What follows belongs to an exercise in optimizing a design on an open flow for small area; a production flow would make more cautious choices. At most, simulation tests tie the RTL to the original design; equivalence was not proved. Power figures rest on the tool's default switching activity, not on a simulated workload.

## playrec
module playrec(
	input			CLOCK_50, reset,
	output reg	[21:0]	ram_addr,
	output	[15:0]	ram_data_in,
	output			ram_read, ram_write,
	input	[15:0]	ram_data_out,
	input			ram_valid, ram_waitrq,
	output	[15:0]	audio_out,
	input	[15:0]	audio_in,
	input			audio_out_allowed, audio_in_available,
	output			write_audio_out, read_audio_in,
	input			play, record, pause,
	input	[1:0]	speed,
	input [2:0] sel
);
clock: 10.0 ns
lec_check: 0
cap_margin: 20
core_margin: 2
core_utilization: 40
gpl_timing_driven: 0
setup_slack_margin: 0.2
slew_margin: 20
synth_hierarchical: 1
synth_minimum_keep_size: 0
run.sh (not shown) runs the stock make flow with config.mk's settings and CLKGATE_MAP_FILE= SYNTH_SCRIPT=/design/flow/synth_recipe.tcl, a recipe that flattens the netlist after the stock synthesis.
Next try:
==> flow/flow/run.sh (new file) <==
#!/bin/bash
# Standard ORFS layout (the standard.sh, unchanged synthesis) with two
# layout-only choices passed to the ORFS scripts:
#  - port buffers use the smallest buffer cell (every port is still buffered)
#  - clock tree synthesis without dummy loads
set -euo pipefail
export BUFFER_PORTS_ARGS="-buffer_cell sky130_fd_sc_hd__buf_1"
export CTS_ARGS="-sink_clustering_enable -repair_clock_nets -dont_use_dummy_load"
bash standard.sh > standard_flow.log 2>&1
==> flow/standard.sh (new file) <==
#!/bin/bash
# synth_recipe.tcl (not shown) runs the flow's synth.tcl, then flattens the netlist and writes it again
# the make line also repeats each setting of config.mk as NAME=value (left out here)
make -C /OpenROAD-flow-scripts/flow DESIGN_CONFIG=/design/flow/config.mk WORK_HOME=/design/flow/orfs CLKGATE_MAP_FILE= SYNTH_SCRIPT=/design/flow/synth_recipe.tcl "${@:-finish}"
removed: flow/run.sh
After rerunning:
- The new run went through all stages and came out clean
- setup slack gets better by 0.044 ns
- synthesized cell count stays the same
- die area does not change
- wire length came out lower by a few percent
- via count came out lower slightly
Next try:
--- a/flow/flow/run.sh
+++ b/flow/flow/run.sh
@@ -6,4 +6,4 @@
 set -euo pipefail
 export BUFFER_PORTS_ARGS="-buffer_cell sky130_fd_sc_hd__buf_1"
-export CTS_ARGS="-sink_clustering_enable -repair_clock_nets -dont_use_dummy_load"
+export CTS_ARGS="-sink_clustering_enable -repair_clock_nets -dont_use_dummy_load -buf_list sky130_fd_sc_hd__clkbuf_4"
 bash standard.sh > standard_flow.log 2>&1
--- a/flow/config.mk
+++ b/flow/config.mk
@@ -9,5 +9,4 @@
 export CORE_MARGIN = 2
 export CORE_UTILIZATION = 40
-export GPL_TIMING_DRIVEN = 0
 export SETUP_SLACK_MARGIN = 0.2
 export SLEW_MARGIN = 20
Outcome:
- The new run finished clean
- non-clock buffer count shrinks by 59
- synthesized area is unchanged
- worst setup slack is better by 0.099 ns
- hold slack is worse by 0.035 ns
- routed wire length shrinks slightly
- critical path depth shrinks by 1
- clock-buffer cell count grows by 34
- total power shrinks by a few percent
- register-to-register slack is better by 0.02 ns
- flip-flop and latch count does not change
Next try:
--- a/flow/flow/run.sh
+++ b/flow/flow/run.sh
@@ -7,3 +7,4 @@
 export BUFFER_PORTS_ARGS="-buffer_cell sky130_fd_sc_hd__buf_1"
 export CTS_ARGS="-sink_clustering_enable -repair_clock_nets -dont_use_dummy_load -buf_list sky130_fd_sc_hd__clkbuf_4"
+export REMOVE_ABC_BUFFERS=1
 bash standard.sh > standard_flow.log 2>&1
--- a/flow/config.mk
+++ b/flow/config.mk
@@ -9,4 +9,5 @@
 export CORE_MARGIN = 2
 export CORE_UTILIZATION = 40
+export GPL_TIMING_DRIVEN = 0
 export SETUP_SLACK_MARGIN = 0.2
 export SLEW_MARGIN = 20
Power went down slightly.
Clock skew went down by 0.030 ns.
Synthesized cell count does not change.
Setup slack is worse by 0.11 ns.
Next try:
--- a/flow/flow/run.sh
+++ b/flow/flow/run.sh
@@ -7,4 +7,3 @@
 export BUFFER_PORTS_ARGS="-buffer_cell sky130_fd_sc_hd__buf_1"
 export CTS_ARGS="-sink_clustering_enable -repair_clock_nets -dont_use_dummy_load -buf_list sky130_fd_sc_hd__clkbuf_4"
-export REMOVE_ABC_BUFFERS=1
 bash standard.sh > standard_flow.log 2>&1
Total power increases by 3.0%.
Maximum frequency hardly moves.
Area after synthesis does not change.
Cell area went up by 0.76%.
Worst setup slack improved by 0.0040 ns.
Via count came out higher by 0.54%.
Combinational power grows by about 4%.
Worst hold slack gets worse by 0.040 ns.
Cell count came out higher by 2.8%.
Critical path depth goes up by 1.
Next try:
==> flow/run.sh (new file) <==
#!/bin/bash
# synth_recipe.tcl (not shown) runs the flow's synth.tcl, then flattens the netlist and writes it again
# the make line also repeats each setting of config.mk as NAME=value (left out here)
make -C /OpenROAD-flow-scripts/flow DESIGN_CONFIG=/design/flow/config.mk WORK_HOME=/design/flow/orfs CLKGATE_MAP_FILE= SYNTH_SCRIPT=/design/flow/synth_recipe.tcl finish
--- a/flow/config.mk
+++ b/flow/config.mk
@@ -9,4 +9,5 @@
 export CORE_MARGIN = 2
 export CORE_UTILIZATION = 40
+export CTS_BUF_LIST = sky130_fd_sc_hd__clkbuf_8
 export GPL_TIMING_DRIVEN = 0
 export SETUP_SLACK_MARGIN = 0.2
removed: flow/flow/run.sh
removed: flow/standard.sh
What happened: Total power goes up by roughly a tenth; via count falls slightly; setup slack got worse by 0.0061 ns; combinational power went up by roughly a tenth; synthesized cell count does not change; wire length increases by a few percent; critical path depth does not change; final area goes up by a few percent; sequential share of layout area went down by 1.8 points.
Function was not checked in any run of this note: the RTL went through the layout flow alone.

========
pepper:
playrec, a different RTL version from the one above (not shown whole).
Size: ~1,000 cells after synthesis, roughly 200 flip-flops, roughly 100 I/O pins.
==> flow/config.mk <==
export PLATFORM = sky130hd
export DESIGN_NAME = playrec
export DESIGN_NICKNAME = playrec
export VERILOG_FILES = /design/flow/design.v
export SDC_FILE = /design/flow/constraint.sdc
export NUM_CORES = 4
export LEC_CHECK = 0
export CAP_MARGIN = 20
export CORE_MARGIN = 2
export CORE_UTILIZATION = 40
export SETUP_SLACK_MARGIN = 0.05
export SLEW_MARGIN = 20
export SYNTH_HIERARCHICAL = 1
export SYNTH_MINIMUM_KEEP_SIZE = 0
==> flow/constraint.sdc <==
create_clock -name core_clock -period 10.0 [get_ports {CLOCK_50}]
set_input_delay 2.0000 -clock core_clock [delete_from_list [all_inputs] [get_ports {CLOCK_50}]]
set_output_delay 2.0000 -clock core_clock [all_outputs]
set_load 0.01 [all_outputs]
standard.sh (not shown) runs the stock make flow with config.mk's settings and CLKGATE_MAP_FILE= SYNTH_SCRIPT=/design/flow/synth_recipe.tcl, a recipe that flattens the netlist after the stock synthesis.
==> flow/flow/run.sh <==
#!/bin/bash
# Standard ORFS layout (the standard.sh, unchanged synthesis) with two
# layout-only choices passed to the ORFS scripts:
#  - port buffers use the smallest buffer cell (every port is still buffered)
#  - clock tree synthesis without dummy loads
set -euo pipefail
export BUFFER_PORTS_ARGS="-buffer_cell sky130_fd_sc_hd__buf_1"
export CTS_ARGS="-sink_clustering_enable -repair_clock_nets -dont_use_dummy_load -buf_list sky130_fd_sc_hd__clkbuf_4 -sink_clustering_size 10 -sink_clustering_max_diameter 50"
bash standard.sh > standard_flow.log 2>&1
Setup changes, pepper to fjord
--- a/flow/flow/run.sh
+++ b/flow/flow/run.sh
@@ -8 +8 @@
-export CTS_ARGS="-sink_clustering_enable -repair_clock_nets -dont_use_dummy_load -buf_list sky130_fd_sc_hd__clkbuf_4 -sink_clustering_size 10 -sink_clustering_max_diameter 50"
+export CTS_ARGS="-sink_clustering_enable -repair_clock_nets -dont_use_dummy_load -buf_list sky130_fd_sc_hd__clkbuf_4 -sink_clustering_size 12 -sink_clustering_max_diameter 45"
### Flow results
Total chip power delta (pepper -> fjord): insignificant. From pepper to fjord the numbers moved as follows: required time reported for the critical path endpoint comparable; time the worst path needs with I/O delays and setup now smaller; worst hold margin comparable; setup slack now larger.
Setup changes, fjord to zinc
Settings: GPL_ROUTABILITY_DRIVEN newly set to 0.
--- a/flow/flow/run.sh
+++ b/flow/flow/run.sh
@@ -8 +8 @@
-export CTS_ARGS="-sink_clustering_enable -repair_clock_nets -dont_use_dummy_load -buf_list sky130_fd_sc_hd__clkbuf_4 -sink_clustering_size 12 -sink_clustering_max_diameter 45"
+export CTS_ARGS="-sink_clustering_enable -repair_clock_nets -dont_use_dummy_load -buf_list sky130_fd_sc_hd__clkbuf_4 -sink_clustering_size 10 -sink_clustering_max_diameter 50"
## What came out
- Re area of the die: no difference whatsoever between fjord and zinc.
- Total power of the final layout: zinc vs fjord — no meaningful difference
- Reported for fjord and zinc, number of cells on the critical path turned out identical to the last digit.
- Reported for fjord and zinc, maximum number of pins on one net before global-route repair turned out identical to the last digit.
- zinc — total met3 wirelength after detailed routing about 9% lower, fjord as reference
- [compare] base=fjord new=zinc: global-route usage level, clock network contribution to total cell area now sits at about the same level, number of buffers added for setup after CTS shows no meaningful change.
- Setup slack ends up higher on fjord.
> inputs changed (zinc -> lagoon)
Settings: a deleted GPL_ROUTABILITY_DRIVEN that had been 0; an added GPL_TIMING_DRIVEN of 0.
- Design area: lagoon higher than zinc
- First-iteration DRC count: higher on lagoon
- lagoon closes out successfully: all stages finished, all timing, DRC and antenna checks passed.
- lagoon against zinc: period utilization now larger; part of the power in registers now smaller; arrival time reported for the critical path endpoint now larger.

========
== the previous run ==
playrec, a different RTL version from the one above (not shown whole).
For scale: roughly 1100 cells after synthesis, ~220 flip-flops, roughly 100 I/O pins, about 13000 um2 of cells after synthesis.
export LEC_CHECK = 0
export CAP_MARGIN = 20
export CORE_MARGIN = 2
export CORE_UTILIZATION = 40
export SETUP_SLACK_MARGIN = 0.2
export SLEW_MARGIN = 20
export SYNTH_HIERARCHICAL = 1
export SYNTH_MINIMUM_KEEP_SIZE = 0
export TNS_END_PERCENT = 0
create_clock -name core_clock -period 10.0 [get_ports {CLOCK_50}]
==> flow/flow/run.sh <==
#!/bin/bash
# Standard ORFS layout (the standard.sh, unchanged synthesis) with two
# layout-only choices passed to the ORFS scripts:
#  - port buffers use the smallest buffer cell (every port is still buffered)
#  - clock tree synthesis without dummy loads
set -euo pipefail
export BUFFER_PORTS_ARGS="-buffer_cell sky130_fd_sc_hd__buf_1"
export CTS_ARGS="-sink_clustering_enable -repair_clock_nets -dont_use_dummy_load -buf_list sky130_fd_sc_hd__clkbuf_4 -sink_clustering_size 10 -sink_clustering_max_diameter 50"
bash standard.sh > standard_flow.log 2>&1
The previous run: PASS, flow complete, no timing, DRC or antenna violations
The inputs of the current run differ from those of the previous run as listed below.
Settings: swapping 0.2 for 0.05 in SETUP_SLACK_MARGIN; clearing TNS_END_PERCENT, which used to be 0.
In the tables for the current run and the previous run, worst setup slack reads lower with the current run. From the previous run to the current run the numbers moved as follows: arrival time reported for the critical path endpoint increased by 0.08 ns relative to the old numbers; total power fell 0.016 mW; utilization lower. In the flow results for the current run and the previous run, the leakage power of the design is larger on the previous run. Diff the previous run -> the current run: maximum frequency went down by about 0.8%, setup skew after layout was more or less identical, fraction of power consumed by sequential logic was more or less identical, sequential cell area share went up by 0.19 points.

==> separate check: timing with driven ports <==
Ports are ideal in the flow. The routed layouts listed here were re-timed in OpenROAD. Step 1 sets driving cells, clkbuf_16 on the clock port and buf_2 on the other inputs (assumed; they add their load-dependent delay and slew). Step 2 times the ports against the registers' clock, not the clock port: input delays grow and output delays shrink by t, the midpoint of the rising clock arrivals with the driver on. Three values: ideal ports, drivers, drivers and shift; two values: the first two.
run	t, ns	slack for setup (ns)	worst setup path at the end	pins driven straight from the clock port
the first run of note 1	0.585	0.295 / 0.274 / 0.274	input to output	1
the second run of note 1	0.551	0.339 / 0.315 / 0.315	input to output	1
the third run of note 1	0.681	0.438 / 0.415 / 0.415	input to output	1
the fourth run of note 1	0.695	0.327 / 0.304 / 0.304	input to output	1
the fifth run of note 1	0.672	0.331 / 0.305 / 0.305	input to output	1
the sixth run of note 1	0.602	0.325 / 0.303 / 0.303	input to output	1
pepper	0.677	0.394 / 0.374 / 0.374	input to output	1
fjord	0.679	0.399 / 0.380 / 0.380	input to output	1
zinc	0.677	0.394 / 0.374 / 0.374	input to output	1
lagoon	0.722	0.267 / 0.246 / 0.246	input to output	1
the previous run	0.669	0.371 / 0.347 / 0.347	input to output	1
the current run	0.672	0.290 / 0.263 / 0.263	input to output	1
After both steps every run listed still meets setup and hold. The setup slack of the current run, which loses most, moves by -0.027 ns with the drivers and by -0.027 ns with both steps.
